This design comes from an exercise in tuning for small area, a short achievable clock period and few clock cycles on the open sky130 flow, not from production work.
The RTL was checked by simulation tests, not by an equivalence proof against the original design.
Power and IR drop assume default switching activity.

`constraint.sdc`:
```
create_clock -name core_clock -period 12.0 [get_ports {clk}]
set_input_delay 2.4000 -clock core_clock [delete_from_list [all_inputs] [get_ports {clk}]]
set_output_delay 2.4000 -clock core_clock [all_outputs]
set_load 0.01 [all_outputs]
```
`design.v`:
```
module CHIP(clk,
            rst_n,
            mem_wen_D,
            mem_addr_D,
            mem_wdata_D,
            mem_rdata_D,
            mem_addr_I,
            mem_rdata_I);
    input         clk, rst_n ;
    output        mem_wen_D  ;
    output [31:0] mem_addr_D ;
    output [31:0] mem_wdata_D;
    input  [31:0] mem_rdata_D;
    output [31:0] mem_addr_I ;
    input  [31:0] mem_rdata_I;
    reg  [31:0] pcF;
    reg         vD, jumpedD, hiMissD;
    reg  [31:0] irD, pcD;
    reg  [31:1] oh1D, oh2D;     
    reg         vE, killE;
    reg  [ 4:0] rdE;
    reg         wenE, loadE, storeE, brE, jalrE, mdE, divE;
    reg         brGE, brLT, off4E, off8E;
    reg         subE;
    reg         selAddE, selAndE, selOrE, selXorE, selSltE, selSllE, selSrlE;
    reg  [31:0] opAE, opBE, sdE;
    reg         wenM, loadM, storeM;
    reg  [ 4:0] rdM;
    reg  [31:0] resM, sdM;
    assign mem_addr_I  = pcF;
    assign mem_addr_D  = resM;
    assign mem_wdata_D = sdM;
    assign mem_wen_D   = storeM;
    wire [4:0] opc  = irD[6:2];
    wire [4:0] rs1D = irD[19:15];
    wire [4:0] rs2D = irD[24:20];
    wire [4:0] rdD  = irD[11:7];
    wire [2:0] f3D  = irD[14:12];
    wire isOP    = (opc == 5'b01100);
    wire isOPIMM = (opc == 5'b00100);
    wire isLOAD  = (opc == 5'b00000);
    wire isSTORE = (opc == 5'b01000);
    wire isAUIPC = (opc == 5'b00101);
    wire isJAL   = (opc == 5'b11011);
    wire isJALR  = (opc == 5'b11001);
    wire isBR    = (opc == 5'b11000);
    wire opLogic = (f3D == 3'b111) || (f3D == 3'b110);
    wire isMD    = isOP & irD[25] & ~opLogic;
    wire isDIV   = (f3D == 3'b100);
    wire brSelf  = isBR & (rs1D == rs2D);
    wire off4D   = ~irD[31] & ~irD[7] & (irD[30:25] == 6'd0) & (irD[11:8] == 4'd2);
    wire off8D   = ~irD[31] & ~irD[7] & (irD[30:25] == 6'd0) & (irD[11:8] == 4'd4);
    wire usesRs1  = isOP | isOPIMM | isLOAD | isSTORE | isJALR | (isBR & ~brSelf);
    wire usesRs2  = isOP | isSTORE | (isBR & ~brSelf);
    wire writesRd = (isOP | isOPIMM | isLOAD | isAUIPC | isJAL | isJALR) & (rdD != 5'd0);
    wire [31:0] immI = {{20{irD[31]}}, irD[31:20]};
    wire [31:0] immS = {{20{irD[31]}}, irD[31:25], irD[11:7]};
    wire [31:0] immB = {{20{irD[31]}}, irD[7], irD[30:25], irD[11:8], 1'b0};
    wire [31:0] immU = {irD[31:12], 12'b0};
    wire [31:0] immJ = {{12{irD[31]}}, irD[19:12], irD[20], irD[30:21], 1'b0};
    wire dSub = isBR | (isOP & ~irD[25] & irD[30] & ~opLogic & ~isDIV);
    wire dAnd = isOP & (f3D == 3'b111);
    wire dOr  = isOP & (f3D == 3'b110);
    wire dXor = isOP & isDIV & ~irD[25];
    wire dSlt = isOPIMM & (f3D == 3'b010);
    wire dSll = isOPIMM & (f3D == 3'b001);
    wire dSrl = isOPIMM & (f3D == 3'b101);
    wire dAdd = ~(dAnd | dOr | dXor | dSlt | dSll | dSrl);
    wire dSubAll = dSub | dSlt | isMD;    
    wire [31:0] wbData = loadM ? mem_rdata_D : resM;
    wire [31:0] rf1, rf2;
    regfile rf0(
        .clk(clk), .rst_n(rst_n),
        .we(wenM), .wa(rdM), .wd(wbData),
        .ra1(oh1D), .ra2(oh2D),
        .q1(rf1), .q2(rf2));
    wire hitM1 = wenM & (rdM == rs1D);
    wire hitM2 = wenM & (rdM == rs2D);
    wire [31:0] rs1v = hitM1 ? wbData : rf1;
    wire [31:0] rs2v = hitM2 ? wbData : rf2;
    wire vEff = vE & ~killE;
    wire        mdBusy, mdDone, mdWen;
    wire [ 4:0] mdRd;
    wire [31:0] mdRes;
    wire        inject = mdDone & (~vEff | (~wenE & ~loadE & ~storeE & ~mdE));
    wire        mdPend = mdBusy & ~inject & mdWen;
    wire hitE1 = (vEff & wenE & ~mdE & (rdE == rs1D)) | (inject & mdWen & (mdRd == rs1D));
    wire hitE2 = (vEff & wenE & ~mdE & (rdE == rs2D)) | (inject & mdWen & (mdRd == rs2D));
    wire [31:0] resE;
    wire [31:0] rs1f = hitE1 ? resE : rs1v;
    wire [31:0] rs2f = hitE2 ? resE : rs2v;
    wire loadUse = vEff & loadE & wenE &
                   ((usesRs1 & (rdE == rs1D)) | (usesRs2 & (rdE == rs2D)));
    wire mdDepE  = vEff & mdE & wenE &
                   ((usesRs1 & (rdE == rs1D)) | (usesRs2 & (rdE == rs2D)) | (writesRd & (rdE == rdD)));
    wire mdDepU  = mdPend &
                   ((usesRs1 & (mdRd == rs1D)) | (usesRs2 & (mdRd == rs2D)) | (writesRd & (mdRd == rdD)));
    wire stallD  = vD & (loadUse | mdDepE | mdDepU);
    wire        takenE;
    wire [31:0] aluSum;
    wire        mdReplay;
    wire        redirE = vEff & (jalrE | (brE & takenE & ~off4E & (~off8E | jumpedD)) | mdReplay);
    wire        skipD  = vEff & brE & takenE & off8E & ~jumpedD;
    wire [31:0] redirTgtE = jalrE ? aluSum : sdE;
    wire        jalrD  = isJALR & (irD[31:20] == 12'd0) & ~hitE1;
    wire        redirD = vD & ~stallD & (jumpedD ? hiMissD : (isJAL | (brSelf & ~off4D) | jalrD));
    wire [31:0] tgtDx  = (irD[2] & ~irD[3]) ? rs1v : tgtD;
    wire [31:0] ir = mem_rdata_I;
    wire        jalF  = (ir[6:2] == 5'b11011);
    wire        selfF = (ir[6:2] == 5'b11000) & (ir[19:15] == ir[24:20]);
    wire        fitF  = (ir[19:12] == {8{ir[31]}});
    wire        jumpF = jalF | selfF;
    wire [12:0] loJF  = {1'b0, pcF[11:0]} + {1'b0, ir[20], ir[30:21], 1'b0};
    wire [12:0] loBF  = {1'b0, pcF[11:0]} + {1'b0, ir[7], ir[30:25], ir[11:8], 1'b0};
    wire [31:0] tgtF  = {pcF[31:12], ir[3] ? loJF[11:0] : loBF[11:0]};
    wire [31:1] oh1F, oh2F;
    genvar d;
    generate
        for (d = 1; d < 32; d = d + 1) begin : dec
            assign oh1F[d] = (ir[19:15] == d);
            assign oh2F[d] = (ir[24:20] == d);
        end
    endgenerate
    wire        hiMissF = ((ir[3] ? loJF[12] : loBF[12]) != ir[31]) | (jalF & ~fitF);
    wire [31:0] tgtD   = pcD + (irD[3] ? immJ : immB);
    wire [31:0] pcSeq  = stallD ? pcF :
                         jumpF  ? tgtF : pcF + 32'd4;
    wire [31:0] pcRest = redirD ? tgtDx : pcSeq;
    wire        useSeq = skipD & ~redirE;
    wire        useRest = ~skipD & ~redirE;
    wire [31:0] pcNext = ({32{redirE}} & redirTgtE) | ({32{useSeq}} & pcSeq) | ({32{useRest}} & pcRest);
    always @(posedge clk or negedge rst_n) begin
        if (!rst_n) begin
            pcF <= 32'h00010000;
            vD  <= 1'b0;
        end
        else begin
            pcF <= pcNext;
            if (redirE | (redirD & ~skipD) | (skipD & stallD)) vD <= 1'b0;
            else if (!stallD)                                  vD <= 1'b1;
        end
    end
    always @(posedge clk) begin
        if (!stallD) begin
            irD <= mem_rdata_I;
            pcD <= pcF;
            jumpedD <= jumpF;
            hiMissD <= hiMissF;
            oh1D    <= oh1F;
            oh2D    <= oh2F;
        end
    end
    wire goE = vD & ~stallD;
    always @(posedge clk or negedge rst_n) begin
        if (!rst_n) begin
            vE <= 1'b0;
            killE <= 1'b0;
            wenE <= 1'b0;
            loadE <= 1'b0;
            storeE <= 1'b0;
            brE <= 1'b0;
            jalrE <= 1'b0;
            mdE <= 1'b0;
        end
        else begin
            vE     <= goE;
            killE  <= redirE | skipD;
            wenE   <= goE & writesRd;
            loadE  <= goE & isLOAD;
            storeE <= goE & isSTORE;
            brE    <= goE & isBR & ~brSelf;
            jalrE  <= goE & isJALR & ~jalrD;
            mdE    <= goE & isMD;
        end
    end
    always @(posedge clk) begin
        rdE   <= rdD;
        divE  <= isDIV;
        brGE  <= (f3D == 3'b101);
        brLT  <= (f3D == 3'b100);
        off4E <= off4D;
        off8E <= off8D;
        subE  <= dSubAll;
        selAddE <= dAdd;
        selAndE <= dAnd;
        selOrE  <= dOr;
        selXorE <= dXor;
        selSltE <= dSlt;
        selSllE <= dSll;
        selSrlE <= dSrl;
        opAE  <= (isAUIPC | isJAL) ? pcD : rs1f;
        opBE  <= {32{dSubAll}} ^ ((isOP | isBR) ? rs2f :
                                  isJAL   ? 32'd4 :
                                  isSTORE ? immS :
                                  isAUIPC ? immU : immI);
        sdE   <= isBR ? tgtD : isMD ? pcD : rs2f;
    end
    wire [31:0] A  = opAE;
    wire [31:0] Bx = opBE;                
    wire [31:0] B  = ~Bx;                 
    wire [31:0] SD = sdE;
    wire [32:0] addOut = {1'b0, A} + {1'b0, Bx} + {32'd0, subE};
    assign aluSum = addOut[31:0];
    wire   geu    = addOut[32];           
    wire   eqE    = &(A ^ Bx);            
    assign takenE = eqE | (brGE & ~aluSum[31]) | (brLT & aluSum[31]);
    wire [31:0] Arev, shr, shl;
    genvar k;
    generate
        for (k = 0; k < 32; k = k + 1) begin : rev
            assign Arev[k] = A[31-k];
            assign shl[k]  = shr[31-k];
        end
    endgenerate
    wire [31:0] shIn = selSllE ? Arev : A;
    assign shr = shIn >> Bx[4:0];
    wire        aZero = (A == 32'd0);
    wire        bZero = (Bx == 32'hFFFFFFFF);    
    wire        mdQuick = divE ? (bZero | ~geu) : (aZero | bZero);
    assign      mdReplay = mdE & ~mdQuick & mdBusy;
    wire        mdStart = vEff & mdE & ~mdQuick & ~mdBusy;
    wire        mdSwap = ((A[31:8] == 24'd0) & (B[31:8] != 24'd0)) |
                         ((A[31:16] == 16'd0) & (B[31:16] != 16'd0)) |
                         ((A[31:24] == 8'd0) & (B[31:24] != 8'd0));
    wire        mdSel = mdE;
    assign      resE = inject ? mdRes :
                       mdSel  ? {32{divE & bZero}} :
                       ({32{selAddE}} & aluSum)
                     | ({32{selAndE}} & (A & Bx))
                     | ({32{selOrE }} & (A | Bx))
                     | ({32{selXorE}} & (A ^ Bx))
                     | ({32{selSltE}} & {31'd0, ~geu})
                     | ({32{selSllE}} & shl)
                     | ({32{selSrlE}} & shr);
    muldiv md0(
        .clk(clk), .rst_n(rst_n),
        .start(mdStart), .div(divE), .swap(mdSwap), .rd(rdE), .wen(wenE),
        .a(A), .b(B), .ack(inject),
        .busy(mdBusy), .done(mdDone), .rdOut(mdRd), .wenOut(mdWen), .res(mdRes));
    always @(posedge clk or negedge rst_n) begin
        if (!rst_n) begin
            wenM   <= 1'b0;
            loadM  <= 1'b0;
            storeM <= 1'b0;
        end
        else begin
            wenM   <= (inject & mdWen) | (wenE & ~killE & ~(mdE & ~mdQuick));
            loadM  <= loadE & ~killE;
            storeM <= storeE & ~killE;
        end
    end
    always @(posedge clk) begin
        rdM  <= inject ? mdRd : rdE;
        resM <= resE;
        sdM  <= SD;
    end
endmodule
module regfile(clk, rst_n, we, wa, wd, ra1, ra2, q1, q2);
    input         clk, rst_n, we;
    input  [ 4:0] wa;
    input  [31:1] ra1, ra2;     
    input  [31:0] wd;
    output [31:0] q1, q2;
    reg [31:0] r [1:31];
    wire [31:0] wd0 = wd & {32{rst_n}};                            
    wire [31:0] wd2 = rst_n ? wd : 32'hBFFFFFF0;                    
    wire [31:0] wd3 = rst_n ? wd : 32'h10008000;                    
    integer i;
    always @(posedge clk) begin
        for (i = 1; i < 32; i = i + 1)
            if (!rst_n || (we && wa == i))
                r[i] <= (i == 2) ? wd2 : (i == 3) ? wd3 : wd0;
    end
    reg [31:0] q1r, q2r;
    always @(*) begin
        q1r = 32'd0;
        q2r = 32'd0;
        for (i = 1; i < 32; i = i + 1) begin
            q1r = q1r | ({32{ra1[i]}} & r[i]);
            q2r = q2r | ({32{ra2[i]}} & r[i]);
        end
    end
    assign q1 = q1r;
    assign q2 = q2r;
endmodule
module muldiv(clk, rst_n, start, div, swap, rd, wen, a, b, ack, busy, done, rdOut, wenOut, res);
    input         clk, rst_n;
    input         start, div, swap, wen, ack;
    input  [ 4:0] rd;
    input  [31:0] a, b;
    output        busy, done;
    output [ 4:0] rdOut;
    output        wenOut;
    output [31:0] res;
    localparam IDLE = 3'd0, MUL = 3'd1, NORM = 3'd2, DIV = 3'd3, DONE = 3'd4;
    reg  [ 2:0] st;
    reg  [31:0] x;       
    reg  [31:0] y;       
    reg  [32:0] p;       
    reg  [31:0] c;       
    reg  [ 4:0] cnt;
    reg  [ 4:0] rdq;
    reg         wenq, isDiv;
    assign busy   = (st != IDLE);
    assign done   = (st == DONE);
    assign rdOut  = rdq;
    assign wenOut = wenq;
    assign res    = isDiv ? c : (p[31:0] + c);
    wire [31:0] pp0 = y[0] ? x : 32'd0;
    wire [31:0] pp1 = y[1] ? {x[30:0], 1'b0} : 32'd0;
    wire [31:0] s1 = p[31:0] ^ c ^ pp0;
    wire [31:0] c1 = {(p[30:0] & c[30:0]) | (p[30:0] & pp0[30:0]) | (c[30:0] & pp0[30:0]), 1'b0};
    wire [31:0] s2 = s1 ^ c1 ^ pp1;
    wire [31:0] c2 = {(s1[30:0] & c1[30:0]) | (s1[30:0] & pp1[30:0]) | (c1[30:0] & pp1[30:0]), 1'b0};
    wire [31:0] pp2 = y[2] ? {x[29:0], 2'b0} : 32'd0;
    wire [31:0] s3 = s2 ^ c2 ^ pp2;
    wire [31:0] c3 = {(s2[30:0] & c2[30:0]) | (s2[30:0] & pp2[30:0]) | (c2[30:0] & pp2[30:0]), 1'b0};
    wire [31:0] xNext = {x[28:0], 3'b000};
    wire [31:0] yNext = {3'b000, y[31:3]};
    wire        mulLast = (yNext == 32'd0) | (xNext == 32'd0);
    wire [32:0] xOp = {33{~p[32]}} ^ {1'b0, x};           
    wire [33:0] difC = {p, 1'b1} + {xOp, ~p[32]};         
    wire [32:0] dif = difC[33:1];
    wire        qbit = ~dif[32];
    wire [31:0] qNext = {c[30:0], qbit};
    wire        divLast = (cnt == 5'd0);
    wire [31:0] sm;
    assign sm[31] = p[31];    
    genvar g;
    generate
        for (g = 30; g >= 0; g = g - 1) begin : smear
            assign sm[g] = sm[g+1] | p[g];
        end
    endgenerate
    wire can1 = ~x[31] & ((({x[30:0], 1'b0}) & ~sm) == 32'd0);
    wire can4 = (x[31:28] == 4'd0) & ((({x[27:0], 4'b0}) & ~sm) == 32'd0);
    always @(posedge clk or negedge rst_n) begin
        if (!rst_n) st <= IDLE;
        else begin
            case (st)
                IDLE: if (start) st <= div ? NORM : MUL;
                MUL:  if (mulLast) st <= DONE;
                NORM: if (!can1 && divLast) st <= DONE;
                      else if (!can1) st <= DIV;
                DIV:  if (divLast) st <= DONE;
                DONE: if (ack) st <= IDLE;
                default: st <= IDLE;
            endcase
        end
    end
    always @(posedge clk) begin
        case (st)
            IDLE: begin
                cnt <= 5'd0;
                rdq <= rd;
                wenq <= wen;
                isDiv <= div;
                c <= 32'd0;
                if (div) begin
                    p <= {1'b0, a};
                    x <= b;
                    y <= b;
                end
                else begin
                    p <= 33'd0;
                    x <= swap ? b : a;
                    y <= swap ? a : b;
                end
            end
            MUL: begin
                p <= {1'b0, s3};
                c <= c3;
                x <= xNext;
                y <= yNext;
            end
            NORM, DIV: begin
                if (st == NORM && can4) begin
                    x <= {x[27:0], 4'b0};
                    cnt <= cnt + 5'd4;
                end
                else if (st == NORM && can1) begin
                    x <= {x[30:0], 1'b0};
                    cnt <= cnt + 5'd1;
                end
                else begin
                    p <= dif;
                    c <= qNext;
                    x <= {1'b0, x[31:1]};
                    cnt <= cnt - 5'd1;
                end
                y <= yNext;      
            end
            default: begin
                x <= xNext;      
                y <= yNext;
            end
        endcase
    end
endmodule
```
`config.mk`:
```
export PLATFORM = sky130hd
export DESIGN_NAME = CHIP
export DESIGN_NICKNAME = CHIP
export VERILOG_FILES = /design/flow/design.v
export SDC_FILE = /design/flow/constraint.sdc
export NUM_CORES = 8
export LEC_CHECK = 0
export CAP_MARGIN = 20
export CORE_MARGIN = 2
export CORE_UTILIZATION = 30
export CTS_CLUSTER_DIAMETER = 60
export CTS_CLUSTER_SIZE = 25
export SETUP_SLACK_MARGIN = 1.0
export SLEW_MARGIN = 20
```
`flow/run.sh`:
```
#!/bin/bash
set -euo pipefail
bash standard.sh SETUP_SLACK_MARGIN=8 "BUFFER_PORTS_ARGS=-buffer_cell sky130_fd_sc_hd__buf_4" finish > standard_make.log 2>&1
```
`standard.sh`:
```
#!/bin/bash
# synth_recipe.tcl (not shown) runs the flow's synth.tcl, then flattens the netlist and writes it again
# the make line also repeats each setting of config.mk as NAME=value (left out here)
make -C /OpenROAD-flow-scripts/flow DESIGN_CONFIG=/design/flow/config.mk WORK_HOME=/design/flow/orfs CLKGATE_MAP_FILE= SYNTH_SCRIPT=/design/flow/synth_recipe.tcl "${@:-finish}"
```
==> out/qor.yml, run 1 <==
outcome: "timing/DRC/antenna clean"
vias: 74480
track_usage_pct: 29.31
p_sw_share_pct: 45.68
final_common_cell: "edfxtp_1"
leakage_uw: 0.03407
dpl.hpwl_mm: 255.2
syn_area_per_cell_um2: 11.37
dieArea_um2: 273600
crit_required_ns: 12.65
first_iter_violations: 15800
dp.cells: 10520
largestRegisters: "rf0.r: 992 flops, md0.p: 33 flops"
synthFlopType: "edfxtp_1"
synth_warnings: 4
synth_area_leaders: "edfxtp_1 44%, dfxtp_1 6.1%, a22o_1 5.2%"
clockBufferDepth: 3
max_freq_ghz: 0.2247
relSlewSlack_pct: 12.84
grt_max_degree: 86
syn_area_um2: 80830
max-cap-violations: 0
drive_gt1_share_pct: 16.45
syn_inst: 7110
cts-root-buf: "clkbuf_16"
vdd_drop_max_mv: 0.1350
grt_pass1_vias: 68590
cp-end-kind: "flip-flop"
area_growth_pct: 15.73
setup-tns-final_ns: 0
synth_edf_count: 1195
wl_per_cell_um: 38.81
largest_register: "rf0.r"
power.total_uw: 24050
initial_core_util_pct: 30.17
sequentialPowerShare_pct: 37.1
final-hold-violation-count: 0
power_density_nw_per_um2: 257.0
gp_congestion: 1.013
p_comb_share_pct: 45.6
cp.arrival_ns: 5.10
port_buffers: 160
fillers: 26160
die_w_um: 523.1
cts_htree_levels: 3
min_period_ns: 4.451
min_period_over_period_pct: 37.09
drt_wl_total_mm: 422.0
cts_buffers: 107
coreArea_um2: 267900
tightest_slew_ns: 1.307
via_per_inst: 6.850
dr.pass1.iters: 15
die_y_um: 523.1
yosysUniqueCellTypes: 101
p_int_uw: 13060
fin_util_pct: 34.92
fp-row-count: 190
synth.ff_latch_count: 1488
post-route-worst-setup-slack_ns: 7.549
synth.top_cell.area_share_pct: 44.39
p_switching_uw: 10990
largest_reg_flops: 992
grt_remaining_overflow: 0
fin_worst_skew_ns: 0.1047
path_class: "reg2reg"
syn_nets: 7452
cts.sinks: 1488
grt_pass1_wl_mm: 562.7
insertion_delay_ns: 0.84
slew_viol_final: 0
stdcell_count: 10870
layout_common_cells: "1195 x edfxtp_1, 480 x a22o_1, 474 x buf_4"
async_flop_share_pct: 3.159
layout.nets: 7548
cts_hold_buf: 0
seq_area_frac_synth_pct: 51.94
final_antenna_net_count: 0
cts_tree: "built"
yosys.area.top_type: "edfxtp_1"
setup_viol: 0
rsz0062_at_grt: "true"
dpl_worst_slack_ns: 5.809
critPathLaunchType: "flip-flop"
worstPathMaxFanout: 31
ios: 163
hold_path_class: "reg2reg"
pwr-share-clk_pct: 17.4
clk_pin_slew_ns: 0.09
drc: 0
antenna_found_initial: 37
routing by layer:
metal  part of all wire (%)  track usage [%]
met5                  0.062           0.2252
met4                    9.8            21.73
met3                     17            13.04
met2                     40            41.91
met1                     33            34.54
cell families (layout without fill, tap and decap cells):
family                     Yosys count  after routing  synth area share [%]
AOI/OAI and AO/OA                 2397           2397                 22.13
xor gates and xnor gates           231            231                 2.520
adders and majority gates          276            276                 5.173
buffers and inverters              811            987                 4.113
DFF                               1488           1488                 51.94
muxes                              242            242                 4.021
other                                0             28                     0
and+or+nand+nor                   1665           1672                 10.10
synthesized netlist by cell type (all sizes together) (27+ instances only):
| library cell | number |
|---|---|
| and2 | 86 |
| inv | 257 |
| o31ai | 31 |
| o22ai | 37 |
| nor2 | 355 |
| o21ai | 318 |
| a222oi | 68 |
| nand2b | 49 |
| a22oi | 54 |
| fa | 97 |
| o21a | 41 |
| o211ai | 66 |
| nor4 | 47 |
| nand4 | 174 |
| buf | 83 |
| mux4 | 60 |
| xnor2 | 168 |
| a221oi | 469 |
| a21oi | 392 |
| a211oi | 63 |
| a221o | 39 |
| and3 | 39 |
| ha | 179 |
| o221ai | 35 |
| nand3 | 95 |
| o21bai | 27 |
| a22o | 482 |
| mux2 | 35 |
| dfxtp | 246 |
| nand2 | 467 |
| edfxtp | 1195 |
| clkbuf | 465 |
| nor2b | 92 |
| or3 | 30 |
| dfrtp | 46 |
| nor3 | 153 |
| a31oi | 45 |
| xor2 | 62 |
| a21o | 80 |
| mux2i | 147 |
cell type report:
class | count | area [µm²] | share of cell area [%]
Sequential cell | 1488 | 42070 | 44.97
Multi-Input combinational cell | 4818 | 37490 | 40.07
Timing Repair Buffer | 529 | 4524 | 4.836
Tap cell | 3552 | 4444 | 4.751
Clock buffer | 119 | 2850 | 3.047
Clock inverter | 77 | 1066 | 1.139
Inverter | 262 | 1036 | 1.107
Antenna cell | 28 | 70.07 | 0.07490
power by group through the flow:
| stage | clock network [µW] | logic, µW | registers (µW) |
|---|---|---|---|
| detailed placement | 0 | 9770 | 8900 |
| finish | 4180 | 11000 | 8910 |
| global route | 4330 | 11500 | 8940 |
| CTS | 4160 | 10200 | 8810 |
| floorplan | 0 | 6090 | 8010 |
| global placement | 0 | 9630 | 8890 |
critical path, stage by stage, from the launching register on:
cell	delay, ns
edfxtp_1	0.69
xnor2_1	0.96
and3_4	0.39
buf_6	0.40
nor3_1	0.14
a21oi_1	0.95
mux2i_1	0.18
o21ai_0	0.50
path summary, 6_finish.rpt:
kind | startpoint | to | slack [ns] | cells after the start
min in group asynchronous | rst_n | pcF[13] | 1.67 | 1
setup reg to reg | irD[15] | opAE[9] | 7.55 | 7
setup / recovery | irD[15] | opAE[9] | 7.55 | 7
hold / removal | sdE[2] | sdM[2] | 0.35 | 0
hold reg to reg | sdE[2] | sdM[2] | 0.35 | 0
max in group asynchronous | rst_n | pcF[4] | 9.16 | 2
stage by stage:
stage	instance area, µm²	hold WS (ns)
after floorplan	81170	0.3235
after global placement	86680	0.3423
after detailed placement	86680	0.3515
after CTS	92130	0.3444
after global routing	93490	0.3489
final	93550	0.3456
timing repair:
item,in CTS,in global routing
gates resized for setup,243,172
endpoints found under the setup margin,1555,582
buffers inserted,50,61
cloned,10,6
pin swaps,36,56
Testbench counts, summed over its fixed seeds: cycles 25,056.
==> run 2, diff against run 1 <==
--- a/design.v
+++ b/design.v
@@ -16,7 +16,6 @@
     reg  [31:0] pcF;
     reg         vD, jumpedD, hiMissD;
     reg  [31:0] irD, pcD;
-    reg  [31:1] oh1D, oh2D;     
     reg         vE, killE;
     reg  [ 4:0] rdE;
     reg         wenE, loadE, storeE, brE, jalrE, mdE, divE;
@@ -24,6 +23,7 @@
     reg         subE;
     reg         selAddE, selAndE, selOrE, selXorE, selSltE, selSllE, selSrlE;
     reg  [31:0] opAE, opBE, sdE;
+    reg         x31E;            
     reg         wenM, loadM, storeM;
     reg  [ 4:0] rdM;
     reg  [31:0] resM, sdM;
@@ -72,7 +72,7 @@
     regfile rf0(
         .clk(clk), .rst_n(rst_n),
         .we(wenM), .wa(rdM), .wd(wbData),
-        .ra1(oh1D), .ra2(oh2D),
+        .ra1(rs1D), .ra2(rs2D),
         .q1(rf1), .q2(rf2));
     wire hitM1 = wenM & (rdM == rs1D);
     wire hitM2 = wenM & (rdM == rs2D);
@@ -113,14 +113,6 @@
     wire [12:0] loJF  = {1'b0, pcF[11:0]} + {1'b0, ir[20], ir[30:21], 1'b0};
     wire [12:0] loBF  = {1'b0, pcF[11:0]} + {1'b0, ir[7], ir[30:25], ir[11:8], 1'b0};
     wire [31:0] tgtF  = {pcF[31:12], ir[3] ? loJF[11:0] : loBF[11:0]};
-    wire [31:1] oh1F, oh2F;
-    genvar d;
-    generate
-        for (d = 1; d < 32; d = d + 1) begin : dec
-            assign oh1F[d] = (ir[19:15] == d);
-            assign oh2F[d] = (ir[24:20] == d);
-        end
-    endgenerate
     wire        hiMissF = ((ir[3] ? loJF[12] : loBF[12]) != ir[31]) | (jalF & ~fitF);
     wire [31:0] tgtD   = pcD + (irD[3] ? immJ : immB);
     wire [31:0] pcSeq  = stallD ? pcF :
@@ -146,8 +138,6 @@
             pcD <= pcF;
             jumpedD <= jumpF;
             hiMissD <= hiMissF;
-            oh1D    <= oh1F;
-            oh2D    <= oh2F;
         end
     end
     wire goE = vD & ~stallD;
@@ -173,6 +163,11 @@
             mdE    <= goE & isMD;
         end
     end
+    wire [31:0] opAD = (isAUIPC | isJAL) ? pcD : rs1f;
+    wire [31:0] opBD = {32{dSubAll}} ^ ((isOP | isBR) ? rs2f :
+                                       isJAL   ? 32'd4 :
+                                       isSTORE ? immS :
+                                       isAUIPC ? immU : immI);
     always @(posedge clk) begin
         rdE   <= rdD;
         divE  <= isDIV;
@@ -188,11 +183,9 @@
         selSltE <= dSlt;
         selSllE <= dSll;
         selSrlE <= dSrl;
-        opAE  <= (isAUIPC | isJAL) ? pcD : rs1f;
-        opBE  <= {32{dSubAll}} ^ ((isOP | isBR) ? rs2f :
-                                  isJAL   ? 32'd4 :
-                                  isSTORE ? immS :
-                                  isAUIPC ? immU : immI);
+        opAE  <= opAD;
+        opBE  <= opBD;
+        x31E  <= opAD[31] ^ opBD[31];
         sdE   <= isBR ? tgtD : isMD ? pcD : rs2f;
     end
     wire [31:0] A  = opAE;
@@ -201,9 +194,15 @@
     wire [31:0] SD = sdE;
     wire [32:0] addOut = {1'b0, A} + {1'b0, Bx} + {32'd0, subE};
     assign aluSum = addOut[31:0];
-    wire   geu    = addOut[32];           
-    wire   eqE    = &(A ^ Bx);            
-    assign takenE = eqE | (brGE & ~aluSum[31]) | (brLT & aluSum[31]);
+    wire [31:0] cgt = A & Bx;             
+    wire [31:0] cne = ~(A ^ Bx);          
+    wire        gt31, ne31;
+    cmptree #(.N(31)) cmp0(.gt(cgt[30:0]), .ne(cne[30:0]), .gtOut(gt31), .neOut(ne31));
+    wire   geu31  = gt31 | ~ne31;                          
+    wire   geu    = cgt[31] | (~cne[31] & geu31);          
+    wire   eqE    = ~cne[31] & ~ne31;                      
+    wire   dif31  = x31E ^ geu31;
+    assign takenE = eqE | (brGE & ~dif31) | (brLT & dif31);
     wire [31:0] Arev, shr, shl;
     genvar k;
     generate
@@ -257,8 +256,7 @@
 endmodule
 module regfile(clk, rst_n, we, wa, wd, ra1, ra2, q1, q2);
     input         clk, rst_n, we;
-    input  [ 4:0] wa;
-    input  [31:1] ra1, ra2;     
+    input  [ 4:0] wa, ra1, ra2;
     input  [31:0] wd;
     output [31:0] q1, q2;
     reg [31:0] r [1:31];
@@ -271,17 +269,16 @@
             if (!rst_n || (we && wa == i))
                 r[i] <= (i == 2) ? wd2 : (i == 3) ? wd3 : wd0;
     end
-    reg [31:0] q1r, q2r;
-    always @(*) begin
-        q1r = 32'd0;
-        q2r = 32'd0;
-        for (i = 1; i < 32; i = i + 1) begin
-            q1r = q1r | ({32{ra1[i]}} & r[i]);
-            q2r = q2r | ({32{ra2[i]}} & r[i]);
+    wire [31:0] rr [0:31];
+    assign rr[0] = 32'd0;
+    genvar k;
+    generate
+        for (k = 1; k < 32; k = k + 1) begin : rdp
+            assign rr[k] = r[k];
         end
-    end
-    assign q1 = q1r;
-    assign q2 = q2r;
+    endgenerate
+    assign q1 = rr[ra1];
+    assign q2 = rr[ra2];
 endmodule
 module muldiv(clk, rst_n, start, div, swap, rd, wen, a, b, ack, busy, done, rdOut, wenOut, res);
     input         clk, rst_n;
@@ -397,3 +394,21 @@
         endcase
     end
 endmodule
+module cmptree #(parameter N = 31) (gt, ne, gtOut, neOut);
+    input  [N-1:0] gt, ne;
+    output         gtOut, neOut;
+    generate
+        if (N == 1) begin : leaf
+            assign gtOut = gt[0];
+            assign neOut = ne[0];
+        end
+        else begin : node
+            localparam L = N / 2;         
+            wire gtH, neH, gtL, neL;
+            cmptree #(.N(N - L)) hi(.gt(gt[N-1:L]), .ne(ne[N-1:L]), .gtOut(gtH), .neOut(neH));
+            cmptree #(.N(L))     lo(.gt(gt[L-1:0]), .ne(ne[L-1:0]), .gtOut(gtL), .neOut(neL));
+            assign gtOut = gtH | (~neH & gtL);
+            assign neOut = neH | neL;
+        end
+    endgenerate
+endmodule
--- a/config.mk
+++ b/config.mk
@@ -8,7 +8,5 @@
 export CAP_MARGIN = 20
 export CORE_MARGIN = 2
 export CORE_UTILIZATION = 30
-export CTS_CLUSTER_DIAMETER = 60
-export CTS_CLUSTER_SIZE = 25
 export SETUP_SLACK_MARGIN = 1.0
 export SLEW_MARGIN = 20
==> out/qor.yml, run 2 <==
syn_inst: 7246  # was 7110
setup-tns-final_ns: 0  # unchanged
vias: 73510  # was 74.48k
cp-end-kind: "flip-flop"  # unchanged
dpl_worst_slack_ns: 6.182  # was 5.809 ns
drt_wl_total_mm: 421.1  # was 422.0 mm
cts_buffers: 156  # was 107
dpl.hpwl_mm: 259.8  # was 255.2 mm
max-cap-violations: 0  # unchanged
fp-row-count: 187  # was 190
async_flop_share_pct: 3.294  # was 3.159%
power_density_nw_per_um2: 247.1  # was 257.0 nW/µm²
gp_congestion: 1.021  # was 1.013
cp.buffers_inverters: 3  # was 1
die_w_um: 513.6  # was 523.1 µm
fillers: 25200  # was 26.16k
initial_core_util_pct: 30.08  # was 30.17%
clockBufferDepth: 4  # was 3
crit_start: "irD[23]"  # was irD[15]
min_period_ns: 4.314  # was 4.451 ns
max_freq_ghz: 0.2318  # was 0.2247 GHz
final_common_cell: "edfxtp_1"  # unchanged
rsz0062_at_grt: "true"  # unchanged
slew_viol_final: 0  # unchanged
reg2reg_from: "irD[23]"  # was irD[15]
syn_area_per_cell_um2: 10.75  # was 11.37 µm²
cts.sinks: 1427  # was 1488
seq_area_frac_synth_pct: 51.53  # was 51.94%
final_antenna_net_count: 0  # unchanged
drc: 0  # unchanged
outcome: "timing/DRC/antenna clean"  # unchanged
crit_slowest_cell: "a21oi_2"  # was xnor2_1
min_period_over_period_pct: 35.95  # was 37.09%
synth_warnings: 4  # unchanged
yosysUniqueCellTypes: 99  # was 101
leakage_uw: 0.03456  # was 0.03407 µW
final-hold-violation-count: 0  # unchanged
relSlewSlack_pct: 17.22  # was 12.84%
layout.nets: 7799  # was 7548
largest_reg_flops: 992  # unchanged
clk_pin_slew_ns: 0.06  # was 0.09 ns
layout_common_cells: "1133 x edfxtp_1, 851 x a22oi_1, 673 x nand2_1"  # was 1195 x edfxtp_1, 480 x a22o_1, 474 x buf_4
setup_viol: 0  # unchanged
synth_commonest_cells: "1133 x edfxtp_1, 854 x a22oi_1, 685 x nand2_1, 459 x a21oi_1, 430 x clkbuf_1"  # was 1195 x edfxtp_1, 482 x a22o_1, 469 x a221oi_1, 466 x nand2_1, 448 x clkbuf_1
hold_path_class: "reg2reg"  # unchanged
synth.ff_latch_count: 1427  # was 1488
critical_path.cell_chain: "buf_4 > nand3b_1 > nor2_4 > buf_4 > buf_6 > a22oi_1 > nand2_1 > nor4_1 > a21oi_2 > a21oi_2 > nor2_1 > a31o_2 > a21oi_1 > xnor2_1"  # was xnor2_1 > and3_4 > buf_6 > nor3_1 > a21oi_1 > mux2i_1 > o21ai_0
largestRegisters: "rf0.r: 992 flops, md0.p: 33 flops"  # unchanged
path_class: "reg2reg"  # unchanged
max_stage_delay_ns: 0.59  # was 0.96 ns
drive_gt1_share_pct: 18.57  # was 16.45%
port_buffers: 160  # unchanged
path_delay_family: "compound AO/OA/AOI/OAI gates"  # unchanged
cts_htree_levels: 4  # was 3
grt_pass1_wl_mm: 561.8  # was 562.7 mm
wl_per_cell_um: 38.29  # was 38.81 µm
yosysMostFrequentCell: "edfxtp_1"  # unchanged
tightest_slew_ns: 1.240  # was 1.307 ns
crit_required_ns: 12.73  # was 12.65 ns
ios: 163  # unchanged
yosys.area.top_type: "edfxtp_1"  # unchanged
grt_max_degree: 87  # was 86
worstPathMaxFanout: 17  # was 31
insertion_delay_ns: 0.89  # was 0.84 ns
coreArea_um2: 259000  # was 267900 µm²
cts_tree: "built"  # unchanged
dieArea_um2: 263800  # was 273600 µm²
die_y_um: 513.6  # was 523.1 µm
largest_register: "rf0.r"  # unchanged
cts_hold_buf: 0  # unchanged
vdd_drop_max_mv: 0.1746  # was 0.1350 mV
cts-root-buf: "clkbuf_16"  # unchanged
area_growth_pct: 19.77  # was 15.73%
critPathLaunchType: "flip-flop"  # unchanged
antenna_found_initial: 24  # was 37
post-route-worst-setup-slack_ns: 7.686  # was 7.549 ns
first_iter_violations: 16880  # was 15.80k
via_per_inst: 6.684  # was 6.850
cp.arrival_ns: 5.04  # was 5.10 ns
synth_edf_count: 1133  # was 1195
dr.pass1.iters: 10  # was 15
synth_area_leaders: "edfxtp_1 44%, a22oi_1 8.2%, dfxtp_1 6.3%"  # was edfxtp_1 44%, dfxtp_1 6.1%, a22o_1 5.2%
grt_pass1_vias: 67990  # was 68.59k
track_usage_pct: 30.49  # was 29.31%
fin_worst_skew_ns: 0.09481  # was 0.1047 ns
synth.top_cell.area_share_pct: 43.67  # was 44.39%
grt_remaining_overflow: 0  # unchanged
syn_nets: 7588  # was 7452
syn_area_um2: 77900  # was 80830 µm²
synthFlopType: "edfxtp_1"  # unchanged
holdCritStartpoint: "sdE[26]"  # was sdE[2]
[run 2: changes by cell type in the layout (fill, tap and decap cells not counted), moves of 63 or more]
cell,previous run,this run
a221oi_1,462,16
nand4_1,174,111
a22o_1,480,91
a22oi_1,50,851
nand2_1,461,673
[run 2: cell families after synthesis]
group | Yosys count | share of synthesized area [%]
adders and majority gates | 276 | 5.368
xor gates and xnor gates | 257 | 2.889
muxes | 207 | 3.550
DFF | 1427 | 51.53
and+or+nand+nor | 1899 | 11.53
buffers and inverters | 817 | 4.035
AOI/OAI and AO/OA | 2363 | 21.10
[run 2: layout make-up]
cell class | count | area (µm²) | share of cell area [%]
Timing Repair Buffer | 583 | 5136 | 5.505
Sequential cell | 1427 | 40260 | 43.15
Timing Repair inverter | 1 | 5.005 | 0.005364
Tap cell | 3402 | 4257 | 4.562
Inverter | 285 | 1110 | 1.189
Antenna cell | 24 | 60.06 | 0.06437
Clock inverter | 75 | 663.1 | 0.7108
Multi-Input combinational cell | 5003 | 37560 | 40.26
Clock buffer | 197 | 4245 | 4.550
[run 2: power breakdown]
group | leakage [µW] | switching, µW | internal [µW]
Combinational | 0.0179 | 6360 | 3500
Sequential | 0.0143 | 1390 | 6950
Clock | 0.00239 | 2150 | 2700
[run 2: worst paths after layout]
check	end	slack [ns]	cells after the start
worst max-delay path	opBE[27]	7.69	14
worst min-delay path	sdM[26]	0.30	0
worst max register to register	opBE[27]	7.69	14
worst min register to register	sdM[26]	0.30	0
max in group asynchronous	wenM	9.16	2
min in group asynchronous	pcF[22]	1.66	1
[run 2: repair_timing]
action | CTS | global route
endpoints found under the setup margin | 904 | 268
setup buffers | 118 | 46
resized for setup | 388 | 174
pin swaps | 91 | 73
cloned | 8 | 2
[run 2: worst reg2reg max path: cells and delay by family (launching register included)]
kind	cells	cell delay [ns]
flip-flops	1	0.31
AND/OR/NAND/NOR	5	1.27
AO/OA/AOI/OAI	5	1.32
XOR/XNOR	1	0.16
buffers and inverters	3	1.14
[run 2: per-layer routing]
layer,track usage [%],vias to the layer above,share of wire [%]
li1,-,28270,-
met1,37.65,35600,35
met2,41.79,7594,39
met3,13.74,2022,17
met4,21.72,22,9.1
met5,0.1826,-,0.061
[run 2: through the flow]
stage	instance area (µm²)	instances	util, %	hold WS (ns)	power (µW)
global placement	84330	10530	32.56	0.3567	16710
finish	93300	11000	36.02	0.3033	23060
floorplan	78210	7246	-	0.3235	12920
global route	93240	10970	36.00	0.3215	23720
CTS	92050	10930	35.54	0.3018	22210
detailed placement	84330	10530	32.56	0.3465	16830
Testbench counts of run 2, summed over its fixed seeds: cycles 25,056.

==> port drivers added, routing unchanged <==
No port has a modelled driver above. Below, the same layouts with a new extraction and two added sets of constraints. Step 1 (the two cells are an assumption about what drives the block):
set clk [get_ports {clk}]
set_driving_cell -lib_cell sky130_fd_sc_hd__clkbuf_16 $clk
set_driving_cell -lib_cell sky130_fd_sc_hd__buf_2 [delete_from_list [all_inputs] $clk]
Step 2 moves the port delays by t, midway between the first and last clock arrival at a register: inputs arrive t later, outputs are due t later. That takes back most of the time a late clock gives input paths. Three values: ideal ports, drivers, drivers and shift; two values: the first two.
run	t, ns	setup slack, ns	worst setup path at the end	clock arrival spread, ns
run 1	0.887	7.549 / 7.549 / 7.043	input to register	0.116 / 0.116
run 2	0.938	7.686 / 7.686 / 7.065	input to register	0.102 / 0.102
After both steps every run listed still meets setup and hold. The setup slack of run 2, which loses most, moves by 0.000 ns with the drivers and by -0.621 ns with both steps.
